Source: an optimization exercise on an open RTL-to-GDS flow (aim: small area). Production flows keep margins and buffers that such runs may drop. RTL that was checked went through simulation tests only; none was proved equivalent to the original. No functional check of the RTL was part of run 1. Power figures rest on the tool's default switching activity, not on a simulated workload.

--- flow/design.v ---
module dc_router_top (clk, reset, instruction, offset, filesize, acc_done, fft_enable, fir_enable, data_bus_in, data_bus_out, fft_data_in, fir_data_in, fft_data_out, fir_data_out, to_fft_empty, to_fft_full, from_fft_empty, from_fft_full, to_fir_empty, to_fir_full, from_fir_empty, from_fir_full, fft_put_req, fft_get_req, fir_put_req, fir_get_req, ram_read_enable, ram_write_enable, addr);
input clk, reset, to_fft_full, to_fft_empty, from_fft_full, from_fft_empty, to_fir_full, to_fir_empty, from_fir_full, from_fir_empty;
input [31:0] instruction, offset, filesize;
input [31:0] fft_data_in, fir_data_in;
output acc_done, fft_enable, fir_enable, fft_put_req, fft_get_req, fir_put_req, fir_get_req, ram_read_enable, ram_write_enable;
output [31:0] addr;
output [31:0] fft_data_out, fir_data_out;
input [31:0] data_bus_in;
output [31:0] data_bus_out;
reg prev1, prev2;           
reg valid_reg, acc_done_reg;
reg sel_fir_q;              
reg [15:0] rcnt, wcnt;      
reg rdone, wdone;           
wire hi_zero = ~|instruction[31:2];
wire is1 = hi_zero & ~instruction[1] & instruction[0];
wire is2 = hi_zero & instruction[1] & ~instruction[0];
wire fft_read_done  = rdone & ~sel_fir_q;
wire fft_write_done = wdone & ~sel_fir_q;
wire fir_read_done  = rdone & sel_fir_q;
wire fir_write_done = wdone & sel_fir_q;
wire fft_finished = fft_read_done & fft_write_done;
wire fir_finished = fir_read_done & fir_write_done;
wire finished = rdone & wdone;
wire changed = (is1 & ~prev1) | (is2 & ~prev2);
wire valid = changed | (valid_reg & ~finished);
assign fft_enable = ~reset & is1 & valid & ~fft_finished;
assign fir_enable = ~reset & is2 & valid & ~fir_finished;
assign acc_done = ~reset & (finished | (acc_done_reg & ~(valid & (is1 | is2))));
reg fft_to, fft_from, fir_to, fir_from;
always @(*)
begin
	case ({to_fft_empty, to_fft_full, from_fft_empty, from_fft_full})
	4'b0000: {fft_to, fft_from} = 2'b01;
	4'b0001: {fft_to, fft_from} = 2'b01;
	4'b0010: {fft_to, fft_from} = 2'b10;
	4'b0100: {fft_to, fft_from} = 2'b01;
	4'b0101: {fft_to, fft_from} = 2'b01;
	4'b1000: {fft_to, fft_from} = 2'b10;
	4'b1001: {fft_to, fft_from} = 2'b01;
	4'b1010: {fft_to, fft_from} = 2'b10;
	default: {fft_to, fft_from} = 2'b00;
	endcase
	case ({to_fir_empty, to_fir_full, from_fir_empty, from_fir_full})
	4'b0000: {fir_to, fir_from} = 2'b01;
	4'b0001: {fir_to, fir_from} = 2'b01;
	4'b0010: {fir_to, fir_from} = 2'b10;
	4'b0100: {fir_to, fir_from} = 2'b01;
	4'b0101: {fir_to, fir_from} = 2'b01;
	4'b1000: {fir_to, fir_from} = 2'b10;
	4'b1001: {fir_to, fir_from} = 2'b01;
	4'b1010: {fir_to, fir_from} = 2'b10;
	default: {fir_to, fir_from} = 2'b00;
	endcase
end
wire data_to_fft   = fft_enable & fft_to;
wire data_from_fft = fft_enable & fft_from;
wire data_to_fir   = fir_enable & fir_to;
wire data_from_fir = fir_enable & fir_from;
assign fft_put_req = data_to_fft & ~fft_read_done & ~fft_write_done;
assign fft_get_req = data_from_fft & (fft_read_done | ~fft_write_done);
assign fir_put_req = data_to_fir & ~fir_read_done & ~fir_write_done & ~fft_write_done;
assign fir_get_req = data_from_fir & (fir_read_done | (~fir_write_done & ~fft_write_done));
assign ram_read_enable = fft_put_req | fir_put_req;
assign ram_write_enable = fft_get_req | fir_get_req;
assign fft_data_out = data_to_fft ? data_bus_in : 32'b0;
assign fir_data_out = data_to_fir ? data_bus_in : 32'b0;
assign data_bus_out = data_from_fft ? fft_data_in : (data_from_fir ? fir_data_in : 32'b0);
wire enabled = fft_enable | fir_enable;
wire go_read = data_to_fft | data_to_fir;
wire go_write = data_from_fft | data_from_fir;
wire same = ~(fir_enable ^ sel_fir_q);
wire [15:0] target = filesize[15:0] - {15'b0, fft_enable};
wire target_zero = ~|target;
wire req = same ? (rcnt == target) : target_zero;
wire weq = same ? (wcnt == target) : target_zero;
wire sel_r = go_read & same;
wire sel_w = go_write & same;
wire [15:0] cur = ({16{sel_r}} & rcnt) | ({16{sel_w}} & wcnt);
wire [15:0] inc = cur + 16'd1;
wire inc_r = go_read & ~req;
wire inc_w = go_write & ~weq;
wire keep_r = enabled & same & ~inc_r;
wire keep_w = enabled & same & ~inc_w;
wire go = go_read | go_write;
wire [31:0] offset_g = offset & {32{go}};
assign addr = offset_g + {16'b0, cur};
always @(posedge clk)
begin
	prev1 <= is1;
	prev2 <= is2;
	valid_reg <= ~reset & valid;
	acc_done_reg <= acc_done;
	sel_fir_q <= fir_enable;
	rdone <= enabled & req;
	wdone <= enabled & weq;
	rcnt <= ({16{inc_r}} & inc) | ({16{keep_r}} & rcnt);
	wcnt <= ({16{inc_w}} & inc) | ({16{keep_w}} & wcnt);
end
endmodule
--- flow/flow/run.sh ---
#!/bin/bash
# Standard layout, with the smallest buffer on the ports instead of the
# default delay buffer. Each step's output goes to a log file of its own.
set -euo pipefail
bash standard.sh synth > synth.log 2>&1
bash standard.sh "BUFFER_PORTS_ARGS=-buffer_cell sky130_fd_sc_hd__buf_1" finish > finish.log 2>&1
--- flow/standard.sh ---
#!/bin/bash
# synth_recipe.tcl (not shown) runs the flow's synth.tcl, then flattens the netlist and writes it again
# the make line also repeats each setting of config.mk as NAME=value (left out here)
make -C /OpenROAD-flow-scripts/flow DESIGN_CONFIG=/design/flow/config.mk WORK_HOME=/design/flow/orfs CLKGATE_MAP_FILE= SYNTH_SCRIPT=/design/flow/synth_recipe.tcl "${@:-finish}"
--- flow/config.mk ---
export PLATFORM = sky130hd
export DESIGN_NAME = dc_router_top
export DESIGN_NICKNAME = dc_router_top
export VERILOG_FILES = /design/flow/design.v
export SDC_FILE = /design/flow/constraint.sdc
export NUM_CORES = 4
export LEC_CHECK = 0
export ABC_AREA = 1
export CAP_MARGIN = 20
export CORE_MARGIN = 2
export CORE_UTILIZATION = 40
export SLEW_MARGIN = 20
--- flow/constraint.sdc ---
create_clock -name core_clock -period 10.0 [get_ports {clk}]
set_input_delay 2.0000 -clock core_clock [delete_from_list [all_inputs] [get_ports {clk}]]
set_output_delay 2.0000 -clock core_clock [all_outputs]
set_load 0.01 [all_outputs]
==> results of run 1 <==
==> metal layers <==
| metal | vias up | wire length (µm) | global-route usage [%] |
|---|---|---|---|
| li1 | 3564 | - | - |
| met1 | 3078 | 9240 | 39.2 |
| met2 | 295 | 10400 | 48.3 |
| met3 | 40 | 2080 | 8.25 |
| met4 | 2 | 606 | 9.38 |
| met5 | - | 72 | 4.04 |
==> how the worst min path moves through the flow <==
stage / startpoint / end / slack, ns / depth (start not counted)
after global routing: rcnt[15]$_DFF_P_ / rcnt[15]$_DFF_P_ / 0.49 / 2
after floorplan: rcnt[15]$_DFF_P_ / rcnt[15]$_DFF_P_ / 0.43 / 2
final: rcnt[15]$_DFF_P_ / rcnt[15]$_DFF_P_ / 0.46 / 2
after detailed placement: rcnt[15]$_DFF_P_ / rcnt[15]$_DFF_P_ / 0.44 / 2
after global placement: rcnt[15]$_DFF_P_ / rcnt[15]$_DFF_P_ / 0.44 / 2
after CTS: rcnt[15]$_DFF_P_ / rcnt[15]$_DFF_P_ / 0.46 / 2
==> layout make-up <==
type,instances,area (µm²)
clock inverter,2,35.0
fill,1479,5980
antenna,2,5.00
inverter,147,552
multi-input combinational,732,3780
timing repair buffer,325,1230
sequential,39,781
clock buffer,6,139
tap,172,215
==> cells in the mapped netlist (all sizes together) (3+ instances only) <==
master    n  area (µm²)
a21oi    23         115
buf      13        87.6
clkbuf   13        48.8
dfxtp    39         781
ha       19         238
inv     145         544
nand2   265        1050
nand3   104         548
nand3b    3        22.5
nand4    24         201
nor2    176         718
nor3      6        30.0
nor4      3        18.8
o21ai    25         133
o221ai    3        26.3
o22ai     8        50.1
or2       5        31.3
xnor2    16         148
xor2     41         359
==> worst register-to-register path, cell delays in order, from the launching register on <==
cell and delay [ns]:
dfxtp_1 0.33, nand2_1 0.13, nand2_1 0.10, nand3_4 0.17, nand2_1 0.07, inv_1 0.06
nand2_1 0.05, inv_1 0.11, ha_1 0.22, ha_1 0.20, nand2_1 0.09, nor2_1 0.22
nand2_1 0.12, nor2_1 0.18, nand2_1 0.12, xnor2_2 0.28, xnor2_1 0.16, nand2_1 0.06
nor2_1 0.12, nand4_1 0.18, nand3_1 0.31, inv_1 0.35, nand3_1 0.19, nand2_1 0.06
==> cell families (layout without fill, tap and decap cells) <==
group / Yosys count / in the layout / share of synthesized area (%)
adder cells (fa/ha/maj): 20 / 20 / 4.91
other: 0 / 2 / 0
flip-flops: 39 / 39 / 14.9
AND/OR/NAND/NOR: 588 / 588 / 50.2
AO/OA/AOI/OAI: 67 / 67 / 7.34
buffers and inverters: 173 / 480 / 13.1
XOR/XNOR: 57 / 57 / 9.65
==> power by group through the flow <==
stage               combinational (mW)  sequential [mW]  clock, mW
finish                          0.0652            0.155      0.193
global placement                0.0626            0.159          0
floorplan                       0.0229            0.159          0
CTS                             0.0636            0.155      0.194
detailed placement              0.0629            0.159          0
global route                    0.0713            0.155      0.199
==> per-stage QoR <==
step                      instance area, µm²  hold WS [ns]  std cells  power (mW)
after floorplan                         5250         0.426        944       0.182
after global placement                  6560         0.438       1415       0.221
after detailed placement                6560         0.442       1415       0.222
after CTS                               6740         0.456       1423       0.413
after global routing                    6740         0.489       1425       0.426
final                                   6740         0.460       1425       0.413
==> cells in the final DEF (no fill, tap or decap), types with 2 or more instances in the layout <==
| master | netlist | final |
|---|---|---|
| o22ai_1 | 8 | 8 |
| nor3_1 | 6 | 6 |
| nor3b_1 | 2 | 2 |
| a21oi_1 | 23 | 23 |
| nor2_2 | 8 | 8 |
| nand2_4 | 3 | 3 |
| inv_2 | 7 | 7 |
| nand3_1 | 100 | 100 |
| nor2_4 | 5 | 5 |
| xor2_1 | 41 | 41 |
| nand2_1 | 249 | 249 |
| o21ai_0 | 16 | 16 |
| a211oi_1 | 2 | 2 |
| ha_1 | 19 | 19 |
| nand2_2 | 13 | 13 |
| nor2_1 | 163 | 163 |
| clkbuf_16 | 0 | 5 |
| dfxtp_1 | 39 | 39 |
| clkinv_1 | 2 | 2 |
| nand3_2 | 3 | 3 |
| o21ai_2 | 2 | 2 |
| inv_1 | 138 | 138 |
| o21ai_1 | 7 | 7 |
| o221ai_1 | 3 | 3 |
| nand3b_1 | 3 | 3 |
| nor4_1 | 3 | 3 |
| diode_2 | 0 | 2 |
| buf_4 | 1 | 3 |
| buf_1 | 4 | 322 |
| xnor2_1 | 15 | 15 |
| nand4_4 | 3 | 3 |
| nand4_1 | 20 | 20 |
| or2_2 | 4 | 4 |
| a31oi_1 | 2 | 2 |
==> results.toml, run 1 <==
[power]
p_seq_share_pct = 37.6
power.internal_mw = 0.305
p_switching_mw = 0.108
combPwrFrac_pct = 15.8
leakage_nw = 3.26
p_sw_share_pct = 26.2
pwr_density_cell_mw_per_mm2 = 61.3
irDropWorstVdd_uv = 54.2
pwr-share-clk_pct = 46.6

[timing]
setup_tns_ns = 0
slew_viol_final = 0
finalCriticalPeriod_ns = 8.98
hold_viol = 0
finalCritPeriodShare_pct = 89.8
rsz0062_at_grt = "no"
finalSetupViolations = 0
fin_worst_skew_ns = 0.00570
setup_ws_ns = 1.02
maxSlewHeadroom_pct = 35.0
max_freq_mhz = 111
tightest_slew_ns = 0.974

[floorplan]
die_area_mm2 = 0.0141
coreArea_mm2 = 0.0127
die_x_um = 119
die_h_um = 119
ioPinCount = 339
initial_core_util_pct = 41.3
num_rows = 41

[hold_path]
hold_path.class = "reg -> reg"

[cts]
cts_sinks = 39
clk_latency_ns = 0.29
clkSlewWorstSetupHoldPaths_ns = 0.06
htreeDepth = 2
cts-buffers-inserted = 5
cts_resized = 0
tritoncts = "yes"
hold_buffers = 0
root_buffer = "clkbuf_16"
cts_setup_buffers = 0
clockBufferDepth = 2

[critical_path]
r2r_start = "rdone$_DFF_P_"
cp_slowest_cell = "nand2_2"
cp.arrival_ns = 6.98
cp_max_fo = 33
path_buf_inv = 4
startpoint_type = "input port"
critPathLaunch = "instruction[17]"
path_class = "in -> out"
worstSetupPathDepth = 28
critical-path-top-delay-family = "simple AND/OR/NAND/NOR gates"
r2r_end = "wcnt[11]$_DFF_P_"
max_stage_delay_ns = 0.49
reg2reg_depth = 23
end_kind = "output port"
cpMostUsedCell = "nand2_1"
ff2ff_setup_slack_ns = 6.02
cp.required_ns = 8.00
endpoint = "addr[30]"

[synth]
ys_warn_count = 1
synth_area_per_cell_um2 = 5.57
ys.flop_type = "dfxtp_1"
synth_cell_types = 44
postSynthCellCount = 944
synth_edf_count = 0
syn_area_mm2 = 0.00525
synth-seq-cells = 39
synthesis.nets = 1166
synth-async-reset-ratio_pct = 0
synth_seq_area_share_pct = 14.9

[route]
ant_nets = 0
drt-vias-per-instance = 4.90
wire_per_inst_um = 15.7
wl_um = 22400
vias = 6979
dr.pass1.iters = 5
drc_errors = 0
dr.first_iter.drc_count = 466

[final_layout]
nNetsFinal = 1472
fin_util_pct = 53.0
reg_top3 = "rcnt x16, wcnt x16"
drive_gt1_share_pct = 5.04
syn2layout_area_growth_pct = 28.3

[place]
dpl.hpwl_um = 18800
place_ws_ns = 1.09
io_buffers = 322
place.gp.congestion = 0.943

[grt]
grt_pass1_wl_um = 33600
grt_max_degree = 35
grt.total_usage_pct = 30.3
grt_pass1_vias = 6118
gr-total-overflow = 0
antenna_found_initial = 2

[run_status]
status = "no timing/DRC/antenna violations"

[run]
max_cap_viol_count = 0
==> run 2: changes to the inputs <==
--- a/flow/design.v
+++ b/flow/design.v
@@ -70,21 +70,14 @@
 wire go_read = data_to_fft | data_to_fir;
 wire go_write = data_from_fft | data_from_fir;
 wire same = ~(fir_enable ^ sel_fir_q);
+wire [15:0] rcur = same ? rcnt : 16'b0;
+wire [15:0] wcur = same ? wcnt : 16'b0;
 wire [15:0] target = filesize[15:0] - {15'b0, fft_enable};
-wire target_zero = ~|target;
-wire req = same ? (rcnt == target) : target_zero;
-wire weq = same ? (wcnt == target) : target_zero;
-wire sel_r = go_read & same;
-wire sel_w = go_write & same;
-wire [15:0] cur = ({16{sel_r}} & rcnt) | ({16{sel_w}} & wcnt);
+wire req = (rcur == target);
+wire weq = (wcur == target);
+wire [15:0] cur = go_read ? rcur : wcur;
 wire [15:0] inc = cur + 16'd1;
-wire inc_r = go_read & ~req;
-wire inc_w = go_write & ~weq;
-wire keep_r = enabled & same & ~inc_r;
-wire keep_w = enabled & same & ~inc_w;
-wire go = go_read | go_write;
-wire [31:0] offset_g = offset & {32{go}};
-assign addr = offset_g + {16'b0, cur};
+assign addr = (go_read | go_write) ? offset + {16'b0, cur} : 32'b0;
 always @(posedge clk)
 begin
 	prev1 <= is1;
@@ -94,7 +87,7 @@
 	sel_fir_q <= fir_enable;
 	rdone <= enabled & req;
 	wdone <= enabled & weq;
-	rcnt <= ({16{inc_r}} & inc) | ({16{keep_r}} & rcnt);
-	wcnt <= ({16{inc_w}} & inc) | ({16{keep_w}} & wcnt);
+	rcnt <= ~enabled ? 16'b0 : ((go_read & ~req) ? inc : rcur);
+	wcnt <= ~enabled ? 16'b0 : ((go_write & ~weq) ? inc : wcur);
 end
 endmodule
==> flow/run.sh (new file) <==
#!/bin/bash
# synth_recipe.tcl (not shown) runs the flow's synth.tcl, then flattens the netlist and writes it again
# the make line also repeats each setting of config.mk as NAME=value (left out here)
make -C /OpenROAD-flow-scripts/flow DESIGN_CONFIG=/design/flow/config.mk WORK_HOME=/design/flow/orfs CLKGATE_MAP_FILE= SYNTH_SCRIPT=/design/flow/synth_recipe.tcl finish
--- a/flow/config.mk
+++ b/flow/config.mk
@@ -5,7 +5,6 @@
 export SDC_FILE = /design/flow/constraint.sdc
 export NUM_CORES = 4
 export LEC_CHECK = 0
-export ABC_AREA = 1
 export CAP_MARGIN = 20
 export CORE_MARGIN = 2
 export CORE_UTILIZATION = 40
removed: flow/flow/run.sh
removed: flow/standard.sh
==> run 2 against run 1 <==
Against the previous run:
- still clean on timing, DRC and antenna
- clock skew decreased by 0.0013 ns
- cell count decreased by 9.2%
- hold slack improved by 0.045 ns
- first-iteration DRC count increased by 41%
- sequential cell count unchanged
- routed wire length increased by 17%
- combinational power increased by 99%
- count of clock-buffer cells in the layout unchanged
- largest power group unchanged
==> results.toml, run 2 <==
[run_status]
status = "no timing/DRC/antenna violations"

[power]
pwr-share-clk_pct = 39.8
leakage_nw = 3.48
p_switching_mw = 0.110
p_total_mw = 0.474
irDropWorstVdd_uv = 55.6
p_sw_share_pct = 23.3
p_seq_share_pct = 32.8
power.internal_mw = 0.364
pwr_density_cell_mw_per_mm2 = 49.9
combPwrFrac_pct = 27.4

[hold_path]
hold_depth = 2
hold_path.class = "reg -> reg"
min_from = "acc_done_reg$_DFF_P_"
hold_path_end = "acc_done_reg$_DFF_P_"

[timing]
setup_ws_ns = 0.524
fin_hold_ws_ns = 0.505
rsz0062_at_grt = "no"
fin_worst_skew_ns = 0.00444
setup_tns_ns = 0
max_freq_mhz = 106
hold_viol = 0
maxSlewHeadroom_pct = 34.4
slew_viol_final = 0
finalCritPeriodShare_pct = 94.8
finalSetupViolations = 0
finalCriticalPeriod_ns = 9.48
tightest_slew_ns = 0.983

[critical_path]
path_class = "in -> out"
max_stage_delay_ns = 0.63
cp_max_fo = 10
cp.required_ns = 8.00
path_buf_inv = 2
end_kind = "output port"
critPathLaunch = "instruction[1]"
r2r_end = "rcnt[2]$_SDFF_PP0_"
r2r_start = "sel_fir_q$_DFF_P_"
startpoint_type = "input port"
cp_slowest_cell = "or4_1"
ff2ff_setup_slack_ns = 4.84
cpMostUsedCell = "a21oi_1"
cp.arrival_ns = 7.48
reg2reg_depth = 15
crit_chain = "clkdlybuf4s50_1 > nand2b_1 > or4_1 > o22ai_1 > nand2_1 > nand2_1 > a21oi_1 > ha_1 > fa_1 > nand3_1 > a21oi_1 > o21bai_1 > a21oi_1 > o2111ai_1 > a211oi_1 > nor2_1 > o21ai_0 > a21oi_1 > clkdlybuf4s50_1"
critical-path-top-delay-family = "compound AO/OA/AOI/OAI gates"

[run]
max_cap_viol_count = 0

[cts]
htreeDepth = 2
tritoncts = "yes"
clkSlewWorstSetupHoldPaths_ns = 0.06
cts_setup_buffers = 0
hold_buffers = 0
clk_latency_ns = 0.29
cts-buffers-inserted = 5
root_buffer = "clkbuf_16"
cts_resized = 0
cts_sinks = 39
clockBufferDepth = 2

[route]
drc_errors = 0
wl_um = 26100
drt-vias-per-instance = 5.62
dr.first_iter.drc_count = 655
vias = 7273
ant_nets = 0
wire_per_inst_um = 20.2
dr.pass1.iters = 5

[place]
place_area_mm2 = 0.00932
dpl.hpwl_um = 21100
place.gp.congestion = 0.897
placedCellCount = 1285
place_ws_ns = 0.591
io_buffers = 322

[final_layout]
drive_gt1_share_pct = 6.13
multi_input_area_mm2 = 0.00491
mostFrequentLayoutCells = "322 x clkdlybuf4s50_1, 89 x nand2_1, 75 x nor2_1, 69 x and2_1"
layout_commonest_cell = "clkdlybuf4s50_1"
n_fill_cell = 1333
reg_top3 = "rcnt x16, wcnt x16"
final_area_mm2 = 0.00949
seq_area_um2 = 781
nNetsFinal = 1334
instances_no_fill = 1294
syn2layout_area_growth_pct = 60.0
fin_util_pct = 65.3

[synth]
postSynthCellCount = 808
synth_seq_area_share_pct = 13.2
synth_top_cell_area_share_pct = 13.2
synth_cell_types = 86
synthesis.nets = 1034
yosys-top-cells-count = "89 x nand2_1, 76 x nor2_1, 69 x and2_1"
synth.most_common_cell = "nand2_1"
synth_edf_count = 0
synth-seq-cells = 39
synth_top_cell_by_area = "dfxtp_1"
syn_area_mm2 = 0.00593
ys.flop_type = "dfxtp_1"
synth_area_per_cell_um2 = 7.34
ys_warn_count = 1
synthTopCellsByArea = "dfxtp_1 13%, and2_1 7.3%, nand2_1 5.6%"
synth-async-reset-ratio_pct = 0

[grt]
grt.total_usage_pct = 31.6
grt_pass1_wl_um = 40000
grt_pass1_vias = 6912
antenna_found_initial = 1
grt_max_degree = 36
gr-total-overflow = 0

[floorplan]
die_h_um = 126
coreArea_mm2 = 0.0145
initial_core_util_pct = 40.8
num_rows = 44
die_x_um = 126
ioPinCount = 339
die_area_mm2 = 0.0158
run 2: cell count changes after synthesis, moves of 18 or more:
cell / previous run / this run
nand3_1: 100 / 23
o21ai_0: 16 / 36
inv_1: 138 / 13
xnor2_1: 15 / 35
and2_1: 0 / 69
nor2_1: 163 / 76
a22o_1: 0 / 33
xor2_1: 41 / 22
nand2_1: 249 / 89
clkbuf_1: 13 / 31
nor3_1: 6 / 27
run 2: worst max-delay path by stage:
stage               depth (start not counted)  endpoint  slack [ns]
floorplan                                  18  addr[25]        1.89
global placement                           19  addr[28]        0.60
detailed placement                         19  addr[22]        0.59
CTS                                        19  addr[28]        0.55
global route                               19  addr[24]        0.01
finish                                     19  addr[28]        0.52
run 2: cell type report:
type                            count  area share (%)
Timing Repair Buffer              338            35.2
Tap cell                          184            2.42
Multi-Input combinational cell    711            51.8
Clock buffer                        6            1.46
Inverter                           13           0.514
Clock inverter                      2           0.369
Sequential cell                    39            8.22
Antenna cell                        1          0.0264
run 2: cell families after synthesis:
group           Yosys count  synth area share [%]
simple gates            404                  36.6
compound gates          192                  23.9
fa+ha+maj                24                  5.19
buf+inv                  58                  4.45
mux                      24                  4.34
xor+xnor                 67                  12.3
flops                    39                  13.2
run 2: worst min-delay path: stages, from the launching register on:
cell	delay (ns)
dfxtp_1	0.29
o21ai_0	0.07
a21oi_1	0.08
run 2: power by group through the flow:
stage | Combinational, mW | Sequential, mW | Clock [mW]
after global placement | 0.128 | 0.159 | 0
after detailed placement | 0.128 | 0.159 | 0
after floorplan | 0.0389 | 0.159 | 0
final | 0.130 | 0.155 | 0.189
after global routing | 0.140 | 0.155 | 0.195
after CTS | 0.129 | 0.155 | 0.191
run 2: per-layer routing:
layer | vias up | share of wire (%) | routed length, µm | track usage, %
met5 | - | 0 | 0 | 0
met4 | 0 | 1.7 | 442 | 6.79
met3 | 29 | 11 | 2910 | 9.56
met2 | 356 | 45 | 11600 | 50.2
met1 | 3332 | 43 | 11100 | 42.7
li1 | 3556 | - | - | -
==> run 3: changes to the inputs <==
--- a/flow/design.v
+++ b/flow/design.v
@@ -69,15 +69,21 @@
 wire enabled = fft_enable | fir_enable;
 wire go_read = data_to_fft | data_to_fir;
 wire go_write = data_from_fft | data_from_fir;
-wire same = ~(fir_enable ^ sel_fir_q);
-wire [15:0] rcur = same ? rcnt : 16'b0;
-wire [15:0] wcur = same ? wcnt : 16'b0;
-wire [15:0] target = filesize[15:0] - {15'b0, fft_enable};
-wire req = (rcur == target);
-wire weq = (wcur == target);
-wire [15:0] cur = go_read ? rcur : wcur;
-wire [15:0] inc = cur + 16'd1;
-assign addr = (go_read | go_write) ? offset + {16'b0, cur} : 32'b0;
+wire go = go_read | go_write;
+wire same = is1 ^ sel_fir_q;
+wire dir_read = sel_fir_q ? fir_to : fft_to;
+wire [15:0] sel_cnt = dir_read ? rcnt : wcnt;
+wire [15:0] target = filesize[15:0] - {15'b0, is1};
+wire target_zero = ~|target;
+wire req = same ? (rcnt == target) : target_zero;
+wire weq = same ? (wcnt == target) : target_zero;
+wire [15:0] inc = same ? sel_cnt + 16'd1 : 16'd1;
+wire inc_r = go_read & ~req;
+wire inc_w = go_write & ~weq;
+wire keep_r = enabled & same & ~inc_r;
+wire keep_w = enabled & same & ~inc_w;
+wire [31:0] sum = offset + {16'b0, sel_cnt};
+assign addr = go ? (same ? sum : offset) : 32'b0;
 always @(posedge clk)
 begin
 	prev1 <= is1;
@@ -87,7 +93,7 @@
 	sel_fir_q <= fir_enable;
 	rdone <= enabled & req;
 	wdone <= enabled & weq;
-	rcnt <= ~enabled ? 16'b0 : ((go_read & ~req) ? inc : rcur);
-	wcnt <= ~enabled ? 16'b0 : ((go_write & ~weq) ? inc : wcur);
+	rcnt <= ({16{inc_r}} & inc) | ({16{keep_r}} & rcnt);
+	wcnt <= ({16{inc_w}} & inc) | ({16{keep_w}} & wcnt);
 end
 endmodule
==> flow/flow/run.sh (new file) <==
#!/bin/bash
# Standard synthesis, then the combinational logic re-mapped for area (flip-flops
# untouched), then the standard layout with the smallest buffer on the ports.
# Each tool's output goes to a log file of its own in this folder.
set -euo pipefail
HERE=$(pwd)
RES=$HERE/orfs/results/$FLOW_PLATFORM/dc_router_top/base
bash standard.sh synth > synth.log 2>&1
cp $RES/1_2_yosys.v $HERE/std_synth.v
DONT_USE=$(awk '/^export DONT_USE_CELLS/{f=1} f{print} f && !/\\$/{f=0}' $FLOW_HOME/platforms/$FLOW_PLATFORM/config.mk | sed 's/export DONT_USE_CELLS *+\?= *//' | tr -d '\\' | tr '\n' ' ')
LIB=$FLOW_HOME/platforms/$FLOW_PLATFORM/lib/sky130_fd_sc_hd__tt_025C_1v80.lib \
IN_V=$HERE/std_synth.v OUT_V=$RES/1_2_yosys.v TOP=$FLOW_TOP \
ABC_SCRIPT=$HERE/flow/area.abc STAT=$HERE/resynth_stat.txt DONT_USE="$DONT_USE" \
  $FLOW_HOME/../tools/install/yosys/bin/yosys -c $HERE/flow/resynth.tcl > resynth.log 2>&1
rm -f $RES/1_synth.odb $RES/1_synth.sdc
bash standard.sh "BUFFER_PORTS_ARGS=-buffer_cell sky130_fd_sc_hd__buf_1" finish > finish.log 2>&1
==> flow/flow/area.abc (new file) <==
strash
dch
amap
==> flow/flow/resynth.tcl (new file) <==
# Re-map the standard synthesis's combinational logic for area. The flip-flops
# are kept as they are (same cells, same instance names).
set lib $::env(LIB)
yosys read_liberty -overwrite -ignore_miss_func $lib
yosys blackbox sky130_fd_sc_hd__df* sky130_fd_sc_hd__sdf* sky130_fd_sc_hd__edf* sky130_fd_sc_hd__dl*
yosys read_verilog $::env(IN_V)
yosys hierarchy -top $::env(TOP)
yosys flatten
yosys opt -purge
set du {}
foreach c $::env(DONT_USE) { lappend du -dont_use $c }
yosys abc -liberty $lib {*}$du -script $::env(ABC_SCRIPT)
yosys opt_clean -purge
yosys hilomap -singleton -hicell sky130_fd_sc_hd__conb_1 HI -locell sky130_fd_sc_hd__conb_1 LO
yosys splitnets
yosys opt_clean -purge
yosys insbuf -buf sky130_fd_sc_hd__buf_1 A X
yosys tee -o $::env(STAT) stat -liberty $lib
yosys write_verilog -noattr -noexpr -nohex -nodec $::env(OUT_V)
==> flow/standard.sh (new file) <==
#!/bin/bash
# synth_recipe.tcl (not shown) runs the flow's synth.tcl, then flattens the netlist and writes it again
# the make line also repeats each setting of config.mk as NAME=value (left out here)
make -C /OpenROAD-flow-scripts/flow DESIGN_CONFIG=/design/flow/config.mk WORK_HOME=/design/flow/orfs CLKGATE_MAP_FILE= SYNTH_SCRIPT=/design/flow/synth_recipe.tcl "${@:-finish}"
--- a/flow/config.mk
+++ b/flow/config.mk
@@ -5,7 +5,11 @@
 export SDC_FILE = /design/flow/constraint.sdc
 export NUM_CORES = 4
 export LEC_CHECK = 0
+export ABC_AREA = 1
 export CAP_MARGIN = 20
 export CORE_MARGIN = 2
 export CORE_UTILIZATION = 40
+export CTS_BUF_LIST = sky130_fd_sc_hd__clkbuf_8
+export CTS_CLUSTER_DIAMETER = 200
+export CTS_CLUSTER_SIZE = 40
 export SLEW_MARGIN = 20
removed: flow/run.sh
==> run 3 against run 2 <==
Against the previous run:
- still clean
- worst setup slack improved by 0.19 ns
- sequential power about the same
- hold slack got worse by 0.029 ns
- global-route usage increased by 3.3 points
- synthesized cell count decreased by 13%
- die area decreased by 27%
- power decreased by 27%
- clock power decreased by 44%
- cell count decreased by 8.7%
==> results.toml, run 3 <==
[hold_path]
hold_path.class = "reg -> reg"
hold_depth = 2

[cts]
hold_buffers = 0
clkSlewWorstSetupHoldPaths_ns = 0.08
cts-buffers-inserted = 5
tritoncts = "yes"
cts_sinks = 39
htreeDepth = 2
clockBufferDepth = 2
clk_latency_ns = 0.30
cts_setup_buffers = 0
root_buffer = "clkbuf_8"

[timing]
finalCriticalPeriod_ns = 9.28
hold_viol = 0
fin_worst_skew_ns = 0.00435
max_freq_mhz = 108
rsz0062_at_grt = "no"
slew_viol_final = 0
setup_ws_ns = 0.715
fin_hold_ws_ns = 0.476
maxSlewHeadroom_pct = 44.2
finalCritPeriodShare_pct = 92.8
tightest_slew_ns = 0.831
finalSetupViolations = 0
setup_tns_ns = 0

[route]
dr.first_iter.drc_count = 677
wl_um = 20900
vias = 6570
dr.pass1.iters = 5
drt-vias-per-instance = 5.56
drc_errors = 0
ant_nets = 0
wire_per_inst_um = 17.7

[critical_path]
max_stage_delay_ns = 0.36
cp.arrival_ns = 7.28
cp.required_ns = 8.00
end_kind = "output port"
cp_slowest_cell = "or3_1"
startpoint_type = "input port"
path_class = "in -> out"
reg2reg_depth = 20
cpMostUsedCell = "nor2_1"
cp_max_fo = 17

[final_layout]
instances_no_fill = 1181
syn2layout_area_growth_pct = 37.3
final_area_mm2 = 0.00587
nNetsFinal = 1243
layout_commonest_cell = "buf_1"
drive_gt1_share_pct = 2.50
fin_util_pct = 56.6
mostFrequentLayoutCells = "322 x buf_1, 174 x nor2_1, 124 x clkinv_1, 49 x a21oi_1, 47 x nand2_1"
reg_top3 = "rcnt x16, wcnt x16"

[floorplan]
initial_core_util_pct = 41.3
die_h_um = 107
die_area_mm2 = 0.0115
num_rows = 37
die_x_um = 107
coreArea_mm2 = 0.0104
ioPinCount = 339

[grt]
grt_pass1_vias = 5527
antenna_found_initial = 2
grt_pass1_wl_um = 31200
gr-total-overflow = 0
grt.total_usage_pct = 34.9
grt_max_degree = 36

[power]
irDropWorstVdd_uv = 39.9
leakage_nw = 1.79
pwr_density_cell_mw_per_mm2 = 59.2
p_total_mw = 0.348

[place]
dpl.hpwl_um = 17200
place.gp.congestion = 1.01
io_buffers = 322
placedCellCount = 1170
place_area_mm2 = 0.00577
place_ws_ns = 0.571

[run]
max_cap_viol_count = 0

[synth]
ys_warn_count = 1
syn_area_mm2 = 0.00428
synth_area_per_cell_um2 = 6.12
synthesis.nets = 901
postSynthCellCount = 699

[run_status]
status = "no timing/DRC/antenna violations"
==> run 3: cell types whose count changed in the layout (fill, tap and decap cells not counted), moves of 17 or more <==
cell             change
a32o_1              +34
and2_1              -69
clkdlybuf4s50_1    -322
o22ai_1             +28
nor2_1              +99
o22a_1              +21
nand3_1             -17
clkinv_1           +124
nand2_1             -42
ha_1                -23
xnor2_1             -34
xor2_1              -21
buf_1              +322
a22o_1              -33
==> run 3: worst paths after layout <==
check	start	end	slack (ns)
hold reg to reg	acc_done_reg$_DFF_P_	acc_done_reg$_DFF_P_	0.48
setup / recovery	from_fir_empty	addr[31]	0.72
hold / removal	acc_done_reg$_DFF_P_	acc_done_reg$_DFF_P_	0.48
setup reg to reg	sel_fir_q$_DFF_P_	wcnt[15]$_DFF_P_	5.83
==> run 3: area by class of cell <==
type | instances | area (µm²)
clock inverter | 3 | 12.5
tap | 136 | 170
inverter | 124 | 465
multi-input combinational | 536 | 3060
sequential | 39 | 781
clock buffer | 5 | 68.8
antenna | 3 | 7.51
timing repair buffer | 335 | 1310
fill | 1166 | 4500
==> run 3: power by group <==
group          total [mW]  internal [mW]    switching (mW)
sequential          0.155          0.155  0.00000000000291
clock               0.106         0.0470            0.0591
combinational      0.0866         0.0325            0.0541
==> run 3: what timing repair did <==
action	in CTS	in global routing
hold endpoints to repair	0	0
endpoints found under the setup margin	0	3
gates resized for setup	0	3
==> run 3: worst max-delay path, delay by kind of cell <==
kind	cells	cell delay (ns)
buffers and inverters	3	0.55
and+or+nand+nor	14	2.45
AOI/OAI and AO/OA	12	2.29
==> run 3: routing by layer <==
metal	vias to the layer above	track usage, %	wire [µm]
li1	3264	-	-
met1	2950	49.9	9190
met2	324	53.8	9350
met3	32	4.78	1750
met4	0	11.6	629
met5	-	0	0
==> run 4: changes to the inputs <==
--- a/flow/design.v
+++ b/flow/design.v
@@ -82,8 +82,21 @@
 wire inc_w = go_write & ~weq;
 wire keep_r = enabled & same & ~inc_r;
 wire keep_w = enabled & same & ~inc_w;
-wire [31:0] sum = offset + {16'b0, sel_cnt};
-assign addr = go ? (same ? sum : offset) : 32'b0;
+wire [16:0] sum_lo = {1'b0, offset[15:0]} + {1'b0, sel_cnt};
+wire carry = same & sum_lo[16];
+wire [15:0] prop;
+genvar i;
+generate
+	for (i = 0; i < 16; i = i + 1) begin : g_prop
+		if (i == 0) begin : g0
+			assign prop[i] = carry;
+		end else begin : gi
+			assign prop[i] = carry & (&offset[15+i:16]);
+		end
+	end
+endgenerate
+wire [15:0] sum_hi = offset[31:16] ^ prop;
+assign addr = go ? {sum_hi, same ? sum_lo[15:0] : offset[15:0]} : 32'b0;
 always @(posedge clk)
 begin
 	prev1 <= is1;
==> flow/flow/run.sh (replaced) <==
#!/bin/bash
# Standard synthesis; then the combinational logic re-mapped for area by ABC
# with a few scripts, keeping the smallest netlist whose pre-layout timing
# has some slack left (flip-flops untouched); then the standard layout with
# the smallest buffer on the ports. Each tool run logs to a file of its own.
set -euo pipefail
HERE=$(pwd)
PLAT=$FLOW_HOME/platforms/$FLOW_PLATFORM
RES=$HERE/orfs/results/$FLOW_PLATFORM/dc_router_top/base
YOSYS=$FLOW_HOME/../tools/install/yosys/bin/yosys
export LIB=$PLAT/lib/sky130_fd_sc_hd__tt_025C_1v80.lib
export TECH_LEF=$PLAT/lef/sky130_fd_sc_hd.tlef
export SC_LEF=$PLAT/lef/sky130_fd_sc_hd_merged.lef
export TOP=$FLOW_TOP
export SDC=$HERE/constraint.sdc
export DONT_USE=$(awk '/^export DONT_USE_CELLS/{f=1} f{print} f && !/\\$/{f=0}' $PLAT/config.mk | sed 's/export DONT_USE_CELLS *+\?= *//' | tr -d '\\' | tr '\n' ' ')
MARGIN=0.4

bash standard.sh synth > synth.log 2>&1
cp $RES/1_2_yosys.v $HERE/std_synth.v

mkdir -p $HERE/resynth
best=""; best_area=""; best_slack=""
for s in $HERE/flow/abc_*.script; do
  n=$(basename $s .script)
  IN_V=$HERE/std_synth.v OUT_V=$HERE/resynth/$n.v ABC_SCRIPT=$s STAT=$HERE/resynth/$n.stat \
    $YOSYS -c $HERE/flow/resynth.tcl > $HERE/resynth_$n.log 2>&1 || continue
  NET=$HERE/resynth/$n.v openroad -no_init -exit $HERE/flow/sta.tcl > $HERE/sta_$n.log 2>&1 || continue
  area=$(sed -n 's/.*Chip area for module .*: *//p' $HERE/resynth/$n.stat | head -1)
  slack=$(sed -n 's/^SLACK *//p' $HERE/sta_$n.log | tail -1)
  echo "$n area $area slack $slack" >> $HERE/resynth_choice.txt
  if [[ -z "$best" ]] || python3 -c "
import sys
a,s,ba,bs,m=map(float,sys.argv[1:])
ok,bok=s>=m,bs>=m
sys.exit(0 if (ok and (not bok or a<ba)) or (not ok and not bok and s>bs) else 1)" "$area" "$slack" "$best_area" "$best_slack" "$MARGIN"; then
    best=$n; best_area=$area; best_slack=$slack
  fi
done
echo "chosen $best area $best_area slack $best_slack" >> $HERE/resynth_choice.txt
if [[ -n "$best" ]]; then
  cp $HERE/resynth/$best.v $RES/1_2_yosys.v
  rm -f $RES/1_synth.odb $RES/1_synth.sdc
fi
bash standard.sh "BUFFER_PORTS_ARGS=-buffer_cell sky130_fd_sc_hd__buf_1" finish > finish.log 2>&1
==> flow/flow/abc_a3.script (new file) <==
strash
dch
amap
==> flow/flow/abc_c1.script (new file) <==
strash
balance; rewrite; refactor; balance; rewrite; rewrite -z; balance; refactor -z; rewrite -z; balance
dch -f
amap
==> flow/flow/abc_c4.script (new file) <==
strash
dch
amap
topo
mfs2
strash
dch
amap
topo
mfs2
strash
dch
amap
==> flow/flow/abc_c5.script (new file) <==
strash
dch -f
amap
topo
mfs2
strash
dch -f
amap
topo
mfs2
strash
dch -f
amap
==> flow/flow/abc_c6.script (new file) <==
strash
balance; rewrite; refactor; balance; rewrite; rewrite -z; balance; refactor -z; rewrite -z; balance
dch
amap
topo
mfs2
strash
dch
amap
topo
mfs2
strash
dch
amap
==> flow/flow/abc_c7.script (new file) <==
strash
dch
amap
topo
mfs2 -W 8 -M 5000
strash
dch
amap
topo
mfs2 -W 8 -M 5000
strash
dch
amap
topo
mfs2 -W 8 -M 5000
strash
dch
amap
==> flow/flow/sta.tcl (new file) <==
# Quick pre-layout timing of a candidate netlist (no wires; ports driven and
# loaded through the smallest buffer, as the layout will be).
read_lef $::env(TECH_LEF)
read_lef $::env(SC_LEF)
read_liberty $::env(LIB)
read_verilog $::env(NET)
link_design $::env(TOP)
read_sdc $::env(SDC)
set_driving_cell -lib_cell sky130_fd_sc_hd__buf_1 [delete_from_list [all_inputs] [get_ports clk]]
set_load [expr 0.01 + [[get_lib_pins sky130_fd_sc_hd__buf_1/A] capacitance]] [all_outputs]
report_checks -path_delay max -fields {fanout cap slew}
puts "SLACK [sta::worst_slack -max]"
removed: flow/flow/area.abc
==> run 4 against run 3 <==
Against the previous run:
- still clean
- global-route usage shrank 7.7 points
- fmax grew 13%
- hold slack lost 0.012 ns
==> results.toml, run 4 <==
[floorplan]
coreArea_mm2 = 0.0151
die_area_mm2 = 0.0164
die_h_um = 128
ioPinCount = 339
initial_core_util_pct = 40.7
die_x_um = 128
num_rows = 45

[place]
place_ws_ns = 1.76
place.gp.congestion = 0.915
io_buffers = 322
dpl.hpwl_um = 19300
place_area_mm2 = 0.00739

[final_layout]
mostFrequentLayoutCells = "322 x buf_1, 298 x nand2_1, 192 x nor2_1, 154 x inv_1, 98 x nand3_1"
layout_commonest_cell = "buf_1"
n_fill_cell = 1704
reg_top3 = "rcnt x16, wcnt x16"
multi_input_area_mm2 = 0.00456
final_area_mm2 = 0.00754
nNetsFinal = 1616
drive_gt1_share_pct = 7.32
syn2layout_area_growth_pct = 22.4
seq_area_um2 = 781

[route]
ant_nets = 0
dr.pass1.iters = 5
wl_met3_um = 2060
vias = 7795
wl_um = 23800
dr.first_iter.drc_count = 343
top_layer = "met5"
wl_met1_um = 10200
wire_per_inst_um = 15.0
drt-vias-per-instance = 4.92
wl_met2_um = 10700
drc_errors = 0

[power]
leakage_nw = 3.57
pwr-share-clk_pct = 37.3
p_sw_share_pct = 31.6
p_switching_mw = 0.139
combPwrFrac_pct = 27.4
pwr_density_cell_mw_per_mm2 = 58.3
p_seq_share_pct = 35.3
irDropWorstVdd_uv = 45.2
power.internal_mw = 0.300

[timing]
max_freq_mhz = 122
finalCriticalPeriod_ns = 8.22
slew_viol_final = 0
setup_ws_ns = 1.78
hold_viol = 0
fin_worst_skew_ns = 0.0135
setup_tns_ns = 0
rsz0062_at_grt = "no"
tightest_slew_ns = 1.03
finalCritPeriodShare_pct = 82.2
finalSetupViolations = 0
maxSlewHeadroom_pct = 31.4

[synth]
syn_area_mm2 = 0.00616
synth_top_cell_by_area = "nand2_1"
postSynthCellCount = 1101
synth-async-reset-ratio_pct = 0
synth_cell_types = 51
synthTopCellsByArea = "nand2_1 18%, dfxtp_1 13%, nor2_1 12%"
yosys-top-cells-count = "298 x nand2_1, 193 x nor2_1, 154 x inv_1"
synth_seq_area_share_pct = 12.7
ys_warn_count = 1
ys.flop_type = "dfxtp_1"
synth_edf_count = 0
synth_top_cell_area_share_pct = 18.2
synth_area_per_cell_um2 = 5.59
synthesis.nets = 1324
synth.most_common_cell = "nand2_1"
synth-seq-cells = 39

[critical_path]
r2r_start = "sel_fir_q$_DFF_P_"
critPathLaunch = "to_fft_empty"
path_class = "in -> out"
cp.required_ns = 8.00
startpoint_type = "input port"
cp_max_fo = 21
end_kind = "output port"
cp.arrival_ns = 6.22

[cts]
clockBufferDepth = 2
clk_latency_ns = 0.31
hold_buffers = 0
htreeDepth = 2
cts-buffers-inserted = 5
cts_setup_buffers = 0
cts_sinks = 39
tritoncts = "yes"
cts_resized = 0
clkSlewWorstSetupHoldPaths_ns = 0.09
root_buffer = "clkbuf_8"

[hold_path]
min_from = "rcnt[5]$_DFF_P_"
hold_path.class = "reg -> reg"

[grt]
grt_pass1_wl_um = 35200
gr-total-overflow = 0
grt.total_usage_pct = 27.2
antenna_found_initial = 3
grt_pass1_vias = 6797
grt_max_degree = 38

[run_status]
status = "no timing/DRC/antenna violations"

[run]
max_cap_viol_count = 0
## run 4: path summary, 6_finish.rpt
| path | endpoint | slack (ns) | cells past startpoint |
|---|---|---|---|
| hold reg to reg | rcnt[5]$_DFF_P_ | 0.46 | 2 |
| setup reg to reg | wcnt[10]$_DFF_P_ | 6.90 | 13 |
| setup / recovery | addr[30] | 1.78 | 24 |
| hold / removal | rcnt[5]$_DFF_P_ | 0.46 | 2 |
## run 4: cell families after synthesis
logic type,count (synthesis),synth area share (%)
simple gates,722,55.8
mux,2,0.325
flops,39,12.7
xor+xnor,29,5.04
fa+ha+maj,21,4.39
compound gates,89,8.39
buf+inv,199,13.4
## run 4: per-stage QoR
stage               instances  hold slack [ns]  utilization [%]  total power, mW
floorplan                1101            0.437                -            0.229
global placement         1573            0.449             48.7            0.277
detailed placement       1574            0.454             48.8            0.278
CTS                      1582            0.467             49.7            0.441
global route             1582            0.493             49.8            0.464
finish                   1583            0.464             49.8            0.439
## run 4: final cells by class
cell class	count	share of cell area [%]
multi-input combinational	863	60.5
timing repair buffer	323	16.2
sequential	39	10.4
inverter	161	8.02
tap	188	3.12
clock buffer	5	0.913
clock inverter	3	0.896
antenna	1	0.0332
## run 4: metal layers
metal  GRT usage (%)  vias to the layer above
met2            43.5                      299
met4            11.2                        6
met5               0                        -
li1                -                     4078
met1            34.9                     3374
met3            6.93                       38
## run 4: worst max-delay path: stages
cell and delay, ns:
buf_1 0.17, nor2_1 0.10, nor3_4 0.19, nand2_1 0.36
nand2_2 0.50, nand2_1 0.12, o21ai_2 0.16, ha_1 0.23
inv_1 0.07, fa_1 0.37, inv_1 0.08, nand3_1 0.07
nand2_1 0.14, nand3_1 0.09, nand2_1 0.16, nand3_1 0.13
a21oi_2 0.23, nand2_1 0.15, nor3_4 0.31, nand4_1 0.16
nand2_1 0.09, inv_1 0.04, nor2_1 0.10, buf_1 0.18
## run 4: power by group through the flow
stage / registers, mW / logic [mW] / clock network (mW)
final: 0.155 / 0.120 / 0.164
after CTS: 0.155 / 0.120 / 0.166
after detailed placement: 0.159 / 0.119 / 0
after global placement: 0.159 / 0.118 / 0
after floorplan: 0.159 / 0.0698 / 0
after global routing: 0.155 / 0.137 / 0.172
==> run 5: changes to the inputs <==
--- a/flow/flow/sta.tcl
+++ b/flow/flow/sta.tcl
@@ -7,6 +7,6 @@
 link_design $::env(TOP)
 read_sdc $::env(SDC)
 set_driving_cell -lib_cell sky130_fd_sc_hd__buf_1 [delete_from_list [all_inputs] [get_ports clk]]
-set_load [expr 0.01 + [[get_lib_pins sky130_fd_sc_hd__buf_1/A] capacitance]] [all_outputs]
+set_load 0.012 [all_outputs]
 report_checks -path_delay max -fields {fanout cap slew}
 puts "SLACK [sta::worst_slack -max]"
==> run 5 against run 4 <==
Against the previous run:
- hold slack gained 0.022 ns
- fmax fell by 3.9%
- critical path depth unchanged
- register-to-register slack got worse by 1.4 ns
- via count down 15%
- still clean on timing, DRC and antenna
==> results.toml, run 5 <==
[cts]
cts_setup_buffers = 0
htreeDepth = 2
clk_latency_ns = 0.31
cts_sinks = 39
tritoncts = "yes"
clkSlewWorstSetupHoldPaths_ns = 0.08
hold_buffers = 0
clockBufferDepth = 2
cts_resized = 0
cts-buffers-inserted = 5
root_buffer = "clkbuf_8"

[synth]
synth_area_per_cell_um2 = 6.06
syn_area_mm2 = 0.00423
postSynthCellCount = 697
synthesis.nets = 899
ys_warn_count = 1

[floorplan]
initial_core_util_pct = 41.1
die_area_mm2 = 0.0114
die_h_um = 107
num_rows = 37
die_x_um = 107
ioPinCount = 339
coreArea_mm2 = 0.0103

[grt]
antenna_found_initial = 3
gr-total-overflow = 0
grt_max_degree = 35
grt_pass1_wl_um = 32000
grt.total_usage_pct = 37.4
grt_pass1_vias = 5664

[timing]
maxSlewHeadroom_pct = 40.9
finalCritPeriodShare_pct = 85.6
tightest_slew_ns = 0.881
rsz0062_at_grt = "no"
max_freq_mhz = 117
fin_worst_skew_ns = 0.00540
setup_tns_ns = 0
finalSetupViolations = 0
slew_viol_final = 0
setup_ws_ns = 1.44
hold_viol = 0
finalCriticalPeriod_ns = 8.56

[power]
pwr_density_cell_mw_per_mm2 = 65.7
leakage_nw = 1.86
irDropWorstVdd_uv = 47.1

[hold_path]
min_from = "acc_done_reg$_DFF_P_"
hold_path_end = "acc_done_reg$_DFF_P_"
hold_path.class = "reg -> reg"
hold_depth = 2

[final_layout]
nNetsFinal = 1241
drive_gt1_share_pct = 2.40
n_fill_cell = 1147
layout_commonest_cell = "buf_1"
mostFrequentLayoutCells = "322 x buf_1, 149 x nor2_1, 116 x clkinv_1, 62 x o21ai_0, 48 x nand2_1"
reg_top3 = "rcnt x16, wcnt x16"
syn2layout_area_growth_pct = 38.2

[critical_path]
cp.arrival_ns = 6.56
startpoint_type = "input port"
end_kind = "output port"
cp.required_ns = 8.00
r2r_end = "wcnt[15]$_DFF_P_"
reg2reg_depth = 19
cp_max_fo = 17
path_class = "in -> out"
r2r_start = "sel_fir_q$_DFF_P_"
ff2ff_setup_slack_ns = 5.52

[place]
io_buffers = 322
dpl.hpwl_um = 18900
place.gp.congestion = 1.06
place_ws_ns = 1.53

[route]
drt-vias-per-instance = 5.61
vias = 6603
ant_nets = 0
drc_errors = 0
wire_per_inst_um = 18.9
dr.first_iter.drc_count = 667
dr.pass1.iters = 5
wl_um = 22200

[run]
max_cap_viol_count = 0

[run_status]
status = "no timing/DRC/antenna violations"
==> run 5: cell type report <==
| type | instances | area, µm² | area share (%) |
|---|---|---|---|
| flip-flops and latches | 39 | 781 | 13.4 |
| multi-input cells | 542 | 3030 | 51.9 |
| inverters | 116 | 435 | 7.46 |
| repair buffers | 335 | 1310 | 22.4 |
| clock inverters | 3 | 43.8 | 0.750 |
| clock buffers | 5 | 68.8 | 1.18 |
| well taps | 136 | 170 | 2.91 |
| diodes | 2 | 5.00 | 0.0857 |
==> run 5: critical path, stage by stage <==
cell      delay, ns
buf_1          0.08
nor2_1         0.09
o21ai_0        0.24
o22ai_2        0.23
buf_4          0.29
clkinv_1       0.10
buf_4          0.21
o22ai_1        0.24
clkinv_1       0.18
a21oi_1        0.22
nor2_1         0.07
nand2_1        0.09
nand3_1        0.08
o21ai_0        0.17
clkinv_1       0.17
a21oi_1        0.38
nor3_1         0.08
o41ai_1        0.51
nor3_1         0.19
nand4b_1       0.22
clkinv_1       0.13
and3_1         0.19
nor3_1         0.19
buf_1          0.20
==> run 5: worst max path at each step <==
stage,slack (ns),to,cells after the start,startpoint
finish,1.44,addr[27],24,from_fft_full
global route,0.84,addr[27],24,from_fft_full
CTS,1.52,addr[27],24,from_fft_full
detailed placement,1.53,addr[27],24,from_fft_full
global placement,1.59,addr[27],24,from_fft_full
floorplan,0.95,addr[10],13,instruction[26]
==> run 5: per-stage QoR <==
| step | cell area [µm²] | utilization, % | hold WS [ns] | std cells | power, mW |
|---|---|---|---|---|---|
| 2_1_floorplan | 4230 | - | 0.477 | 697 | 0.198 |
| 3_3_place_gp | 5720 | 55.7 | 0.459 | 1168 | 0.247 |
| 4_1_cts | 5830 | 56.8 | 0.475 | 1176 | 0.382 |
| 5_1_grt | 5830 | 56.8 | 0.497 | 1176 | 0.403 |
| 6_report | 5840 | 56.8 | 0.486 | 1178 | 0.384 |
| 3_5_place_dp | 5720 | 55.7 | 0.462 | 1168 | 0.247 |
==> run 5: routing by layer <==
layer / vias to the layer above / GRT usage [%] / wire, µm
li1: 3235 / - / -
met1: 2992 / 43.6 / 8430
met2: 329 / 63.8 / 10300
met3: 45 / 12.8 / 2640
met4: 2 / 12.7 / 814
met5: - / 0 / 11
==> run 5: where the power goes <==
part | total, mW | switching (mW) | internal, mW
Combinational | 0.0907 | 0.0571 | 0.0336
Clock | 0.138 | 0.0636 | 0.0744
Sequential | 0.155 | 0.00000000000269 | 0.155
==> run 6: changes to the inputs <==
--- a/flow/flow/run.sh
+++ b/flow/flow/run.sh
@@ -14,7 +14,7 @@
 export TOP=$FLOW_TOP
 export SDC=$HERE/constraint.sdc
 export DONT_USE=$(awk '/^export DONT_USE_CELLS/{f=1} f{print} f && !/\\$/{f=0}' $PLAT/config.mk | sed 's/export DONT_USE_CELLS *+\?= *//' | tr -d '\\' | tr '\n' ' ')
-MARGIN=0.4
+MARGIN=0.1
 
 bash standard.sh synth > synth.log 2>&1
 cp $RES/1_2_yosys.v $HERE/std_synth.v
==> flow/flow/abc_f1.script (new file) <==
strash
dch
amap
topo
mfs3 -a
strash
dch
amap
==> flow/flow/abc_f3.script (new file) <==
strash
dc2
dch
amap
topo
mfs2
strash
dc2
dch
amap
==> flow/flow/abc_f4.script (new file) <==
strash
dch -x
amap -F 2 -A 4
topo
mfs2
strash
dch -x
amap
==> flow/flow/abc_f5.script (new file) <==
strash
dch
amap
topo
mfs2
strash
dch
amap
topo
mfs2
strash
dch
amap
topo
mfs2
strash
dch
amap
topo
mfs2
strash
dch
amap
==> run 6 against run 5 <==
Against the previous run:
- non-clock buffer count increased by 1
- global-route usage increased by 1.0 points
- synthesized cell count decreased by 9.3%
- cell count decreased by 6.2%
- core utilization increased by 2.6 points
- largest power group unchanged
==> results.toml, run 6 <==
[power]
power.internal_mw = 0.250
pwr-share-clk_pct = 33.5
p_switching_mw = 0.116
irDropWorstVdd_uv = 49.8
combPwrFrac_pct = 24.1
p_total_mw = 0.366
p_sw_share_pct = 31.6
p_seq_share_pct = 42.4
pwr_density_cell_mw_per_mm2 = 66.1
leakage_nw = 1.75

[cts]
tritoncts = "yes"
clk_latency_ns = 0.29
clockBufferDepth = 2
cts-buffers-inserted = 5
clkSlewWorstSetupHoldPaths_ns = 0.08
htreeDepth = 2
cts_sinks = 39
root_buffer = "clkbuf_8"

[critical_path]
critPathLaunch = "to_fir_empty"
max_stage_delay_ns = 0.39
cp.arrival_ns = 7.42
r2r_start = "sel_fir_q$_DFF_P_"
cp_max_fo = 16
cp_slowest_cell = "or3_1"
startpoint_type = "input port"
path_buf_inv = 3
cp.required_ns = 8.00
end_kind = "output port"
path_class = "in -> out"
cpMostUsedCell = "and3_1"
critical-path-top-delay-family = "simple AND/OR/NAND/NOR gates"

[floorplan]
die_x_um = 103
num_rows = 35
die_h_um = 103
die_area_mm2 = 0.0105
initial_core_util_pct = 41.7
coreArea_mm2 = 0.00933
ioPinCount = 339

[route]
vias = 6266
wire_per_inst_um = 19.1
drt-vias-per-instance = 5.67
wl_um = 21100
ant_nets = 0
dr.first_iter.drc_count = 545
drc_errors = 0
dr.pass1.iters = 6

[timing]
hold_viol = 0
maxSlewHeadroom_pct = 44.2
tightest_slew_ns = 0.837
rsz0062_at_grt = "no"
max_freq_mhz = 106
fin_hold_ws_ns = 0.493
slew_viol_final = 0
finalCriticalPeriod_ns = 9.42
finalCritPeriodShare_pct = 94.2
setup_tns_ns = 0
finalSetupViolations = 0
fin_worst_skew_ns = 0.00934

[grt]
grt_pass1_vias = 5512
grt_pass1_wl_um = 30200
antenna_found_initial = 0
grt.total_usage_pct = 38.4
gr-total-overflow = 0
grt_max_degree = 35

[synth]
ys_warn_count = 1
synth_area_per_cell_um2 = 6.15
postSynthCellCount = 632
synthesis.nets = 834
syn_area_mm2 = 0.00389

[final_layout]
drive_gt1_share_pct = 3.79
multi_input_area_mm2 = 0.00274
seq_area_um2 = 781
nNetsFinal = 1177
layout_commonest_cell = "buf_1"
syn2layout_area_growth_pct = 42.5
mostFrequentLayoutCells = "321 x buf_1, 139 x nor2_1, 112 x clkinv_1, 60 x o22ai_1, 40 x o21ai_0"
reg_top3 = "rcnt x16, wcnt x16"
diodes = 0
n_fill_cell = 1010

[hold_path]
hold_path.class = "reg -> reg"
min_from = "wcnt[2]$_DFF_P_"

[place]
place.gp.congestion = 1.06
io_buffers = 322
dpl.hpwl_um = 17600

[run]
max_cap_viol_count = 0

[run_status]
status = "no timing/DRC/antenna violations"
[run 6: cell type report]
type	instances	share of cell area, %
clock buffer	7	1.74
clock inverter	1	0.135
inverter	114	7.72
multi-input combinational	479	49.4
sequential	39	14.1
tap	129	2.91
timing repair buffer	336	24.0
[run 6: path summary, 6_finish.rpt]
path | end | slack (ns) | cells past startpoint
max | addr[30] | 0.58 | 28
min | wcnt[2]$_DFF_P_ | 0.49 | 2
max reg2reg | rcnt[11]$_DFF_P_ | 5.22 | 20
min reg2reg | wcnt[2]$_DFF_P_ | 0.49 | 2
[run 6: power by group through the flow]
stage                     Clock, mW  Combinational [mW]  Sequential [mW]
after floorplan                   0              0.0355            0.159
after global placement            0              0.0817            0.159
after detailed placement          0              0.0832            0.159
after CTS                     0.122              0.0837            0.155
after global routing          0.129              0.0967            0.155
final                         0.123              0.0883            0.155
[run 6: worst reg2reg max path, cell delays in order (launching register included)]
cell and delay [ns]:
dfxtp_1 0.40, clkinv_1 0.16, o22ai_1 0.11, buf_4 0.27, clkinv_1 0.13, o2111ai_1 0.12, a221oi_1 0.25, o221ai_1 0.17
a221oi_1 0.23, o221ai_1 0.16, a2111oi_0 0.47, o21ai_0 0.15, a2111oi_0 0.33, o221a_1 0.25, o221a_1 0.17, o221ai_1 0.11
nand2b_1 0.16, nor2b_1 0.14, o21ai_0 0.12, nand2b_1 0.49, o22ai_1 0.32
[run 6: stage by stage]
stage	instance area, µm²	cells	setup slack (ns)	util, %
after floorplan	3890	632	0.505	-
after global placement	5370	1094	0.151	57.5
after detailed placement	5370	1094	0.0421	57.5
after CTS	5470	1102	0.0252	58.6
after global routing	5540	1105	0.0718	59.4
final	5540	1105	0.584	59.4
[run 6: repair_timing]
| action | 4_1_cts | 5_1_grt |
|---|---|---|
| endpoints found under the setup margin | 0 | 5 |
| resized for setup | 0 | 14 |
| setup buffers | 0 | 3 |
| hold buffers | 0 | 0 |
[run 6: layer usage]
layer / up-vias / routed length [µm] / global-route usage (%)
met1: 2833 / 8580 / 52.5
li1: 2992 / - / -
met5: - / 65 / 4.81
met3: 44 / 3160 / 16.9
met2: 395 / 8840 / 54.7
met4: 2 / 469 / 9.95
==> run 7: changes to the inputs <==
--- a/flow/flow/run.sh
+++ b/flow/flow/run.sh
@@ -42,4 +42,6 @@
   cp $HERE/resynth/$best.v $RES/1_2_yosys.v
   rm -f $RES/1_synth.odb $RES/1_synth.sdc
 fi
-bash standard.sh "BUFFER_PORTS_ARGS=-buffer_cell sky130_fd_sc_hd__buf_1" finish > finish.log 2>&1
+bash standard.sh "BUFFER_PORTS_ARGS=-buffer_cell sky130_fd_sc_hd__buf_1" \
+  "CTS_ARGS=-sink_clustering_enable -repair_clock_nets -dont_use_dummy_load -buf_list {sky130_fd_sc_hd__clkbuf_4 sky130_fd_sc_hd__clkbuf_8} -sink_clustering_size 40 -sink_clustering_max_diameter 200" \
+  finish > finish.log 2>&1
==> run 7 against run 6 <==
Against the previous run:
- die area is the same
- synthesized cell count unchanged
- count of clock-buffer cells in the layout down 2
- via count increased by 0.89%
- sequential share of layout area is 0.090 points higher
- non-clock buffer count stayed put
- first-iteration DRC count decreased by 5.5%
- combinational power hardly changed
- still clean
==> results.toml, run 7 <==
[critical_path]
cp_slowest_cell = "or3_1"
critical-path-top-delay-family = "simple AND/OR/NAND/NOR gates"
cp.arrival_ns = 7.45
path_class = "in -> out"
cp.required_ns = 8.00
end_kind = "output port"
r2r_end = "rcnt[11]$_DFF_P_"
cpMostUsedCell = "and3_1"
max_stage_delay_ns = 0.39
r2r_start = "sel_fir_q$_DFF_P_"
reg2reg_depth = 20
path_buf_inv = 3
startpoint_type = "input port"
ff2ff_setup_slack_ns = 5.18
cp_max_fo = 16

[route]
drt-vias-per-instance = 5.74
wire_per_inst_um = 19.1
dr.first_iter.drc_count = 515
vias = 6322
ant_nets = 0
wl_um = 21100
dr.pass1.iters = 7
drc_errors = 0

[place]
dpl.hpwl_um = 17600
place.gp.congestion = 1.06
io_buffers = 322

[timing]
slew_viol_final = 0
hold_viol = 0
finalSetupViolations = 0
finalCritPeriodShare_pct = 94.5
maxSlewHeadroom_pct = 42.6
tightest_slew_ns = 0.855
setup_tns_ns = 0
rsz0062_at_grt = "no"
finalCriticalPeriod_ns = 9.45
fin_worst_skew_ns = 0.0191
max_freq_mhz = 106

[floorplan]
die_x_um = 103
coreArea_mm2 = 0.00933
die_h_um = 103
initial_core_util_pct = 41.7
num_rows = 35
ioPinCount = 339
die_area_mm2 = 0.0105

[grt]
grt_max_degree = 35
grt.total_usage_pct = 38.2
gr-usage-met3_pct = 17.2
grt_pass1_vias = 5509
use_met1_pct = 51.9
gr-total-overflow = 0
globalRouteMet2Util_pct = 54.8
grt_pass1_wl_um = 30100
antenna_found_initial = 0
grt_busiest_layer = "met2"

[power]
pwr-share-clk_pct = 28.7
irDropWorstVdd_uv = 44.7
p_switching_mw = 0.109
combPwrFrac_pct = 25.8
leakage_nw = 1.73
pwr_density_cell_mw_per_mm2 = 62.0
p_sw_share_pct = 31.9
p_total_mw = 0.342
power.internal_mw = 0.233
p_seq_share_pct = 45.4

[run]
max_cap_viol_count = 0

[final_layout]
nNetsFinal = 1177
mostFrequentLayoutCells = "321 x buf_1, 139 x nor2_1, 112 x clkinv_1, 60 x o22ai_1, 40 x o21ai_0"
syn2layout_area_growth_pct = 41.6
layout_commonest_cell = "buf_1"
drive_gt1_share_pct = 3.49
diodes = 0
reg_top3 = "rcnt x16, wcnt x16"

[cts]
clockBufferDepth = 2
tritoncts = "yes"
htreeDepth = 2
cts-buffers-inserted = 5
cts_sinks = 39
clk_latency_ns = 0.29
root_buffer = "clkbuf_8"
clkSlewWorstSetupHoldPaths_ns = 0.07

[synth]
synth_area_per_cell_um2 = 6.15
synthesis.nets = 834
syn_area_mm2 = 0.00389
ys_warn_count = 1
postSynthCellCount = 632

[hold_path]
hold_path_end = "wcnt[2]$_DFF_P_"
hold_depth = 2
min_from = "wcnt[2]$_DFF_P_"
hold_path.class = "reg -> reg"

[run_status]
status = "no timing/DRC/antenna violations"
run 7: worst max path at each step:
stage / end / start / cells after the start
2_1_floorplan: addr[31] / to_fir_full / 25
3_3_place_gp: addr[30] / to_fir_empty / 28
3_5_place_dp: addr[30] / to_fir_empty / 28
4_1_cts: addr[30] / to_fir_empty / 28
5_1_grt: addr[30] / to_fir_empty / 30
6_report: addr[30] / to_fir_empty / 28
run 7: stage by stage:
stage | hold slack [ns] | util, % | area [µm²] | worst slack, ns | std cells
after floorplan | 0.459 | - | 3890 | 0.505 | 632
after global placement | 0.470 | 57.5 | 5370 | 0.151 | 1094
after detailed placement | 0.482 | 57.5 | 5370 | 0.0421 | 1094
after CTS | 0.494 | 58.3 | 5440 | 0.0252 | 1099
after global routing | 0.508 | 59.0 | 5510 | 0.0754 | 1102
final | 0.492 | 59.0 | 5510 | 0.550 | 1102
run 7: area by class of cell:
| class | instances | area [µm²] |
|---|---|---|
| fill | 1014 | 3820 |
| multi-input combinational | 479 | 2740 |
| timing repair buffer | 336 | 1330 |
| sequential | 39 | 781 |
| inverter | 114 | 428 |
| tap | 129 | 161 |
| clock buffer | 5 | 68.8 |
run 7: routing by layer:
layer / vias to the layer above / part of all wire [%]
met5: - / 0.31
met1: 2921 / 41
met4: 2 / 2.1
li1: 2990 / -
met3: 37 / 15
met2: 372 / 42
run 7: power groups by stage:
stage | sequential (mW) | clock [mW] | combinational (mW)
2_1_floorplan | 0.159 | 0 | 0.0355
3_3_place_gp | 0.159 | 0 | 0.0817
3_5_place_dp | 0.159 | 0 | 0.0832
4_1_cts | 0.155 | 0.0983 | 0.0837
5_1_grt | 0.155 | 0.103 | 0.0967
6_report | 0.155 | 0.0982 | 0.0883
run 7: timing repair:
action                     in CTS  in global routing
hold buffers                    0                  0
setup endpoints to repair       0                  5
gates resized for setup         0                 14
setup buffers                   0                  3
run 7: worst min-delay path: stages, from the launching register on:
cell	delay, ns
dfxtp_1	0.33
clkinv_1	0.06
o22ai_1	0.06

[what the ideal ports hide]
Ports are ideal in the flow. The routed layouts listed here were re-timed in OpenROAD. Step 1: set_driving_cell puts a clkbuf_16 on clk and a buf_2 on each other input, an assumption about the parent block. Step 2 moves the port delays by t, midway between the first and last clock arrival at a register: inputs arrive t later, outputs are due t later. That takes back most of the time a late clock gives input paths. a / b / c = ideal ports / drivers / drivers and shift; a / b = the first two.
| run | shift t [ns] | setup slack, ns | cell pins on the clock port's net |
|---|---|---|---|
| run 1 | 0.324 | 1.017 / 0.990 / 0.990 | 1 |
| run 2 | 0.334 | 0.524 / 0.495 / 0.495 | 1 |
| run 3 | 0.328 | 0.715 / 0.692 / 0.692 | 1 |
| run 4 | 0.338 | 1.778 / 1.752 / 1.752 | 1 |
| run 5 | 0.336 | 1.442 / 1.421 / 1.421 | 1 |
| run 6 | 0.325 | 0.584 / 0.552 / 0.552 | 1 |
| run 7 | 0.320 | 0.550 / 0.517 / 0.517 | 1 |
After both steps setup and hold are still met in every run listed. The setup slack of run 7, which loses most, moves by -0.033 ns with the drivers and by -0.033 ns with both steps.
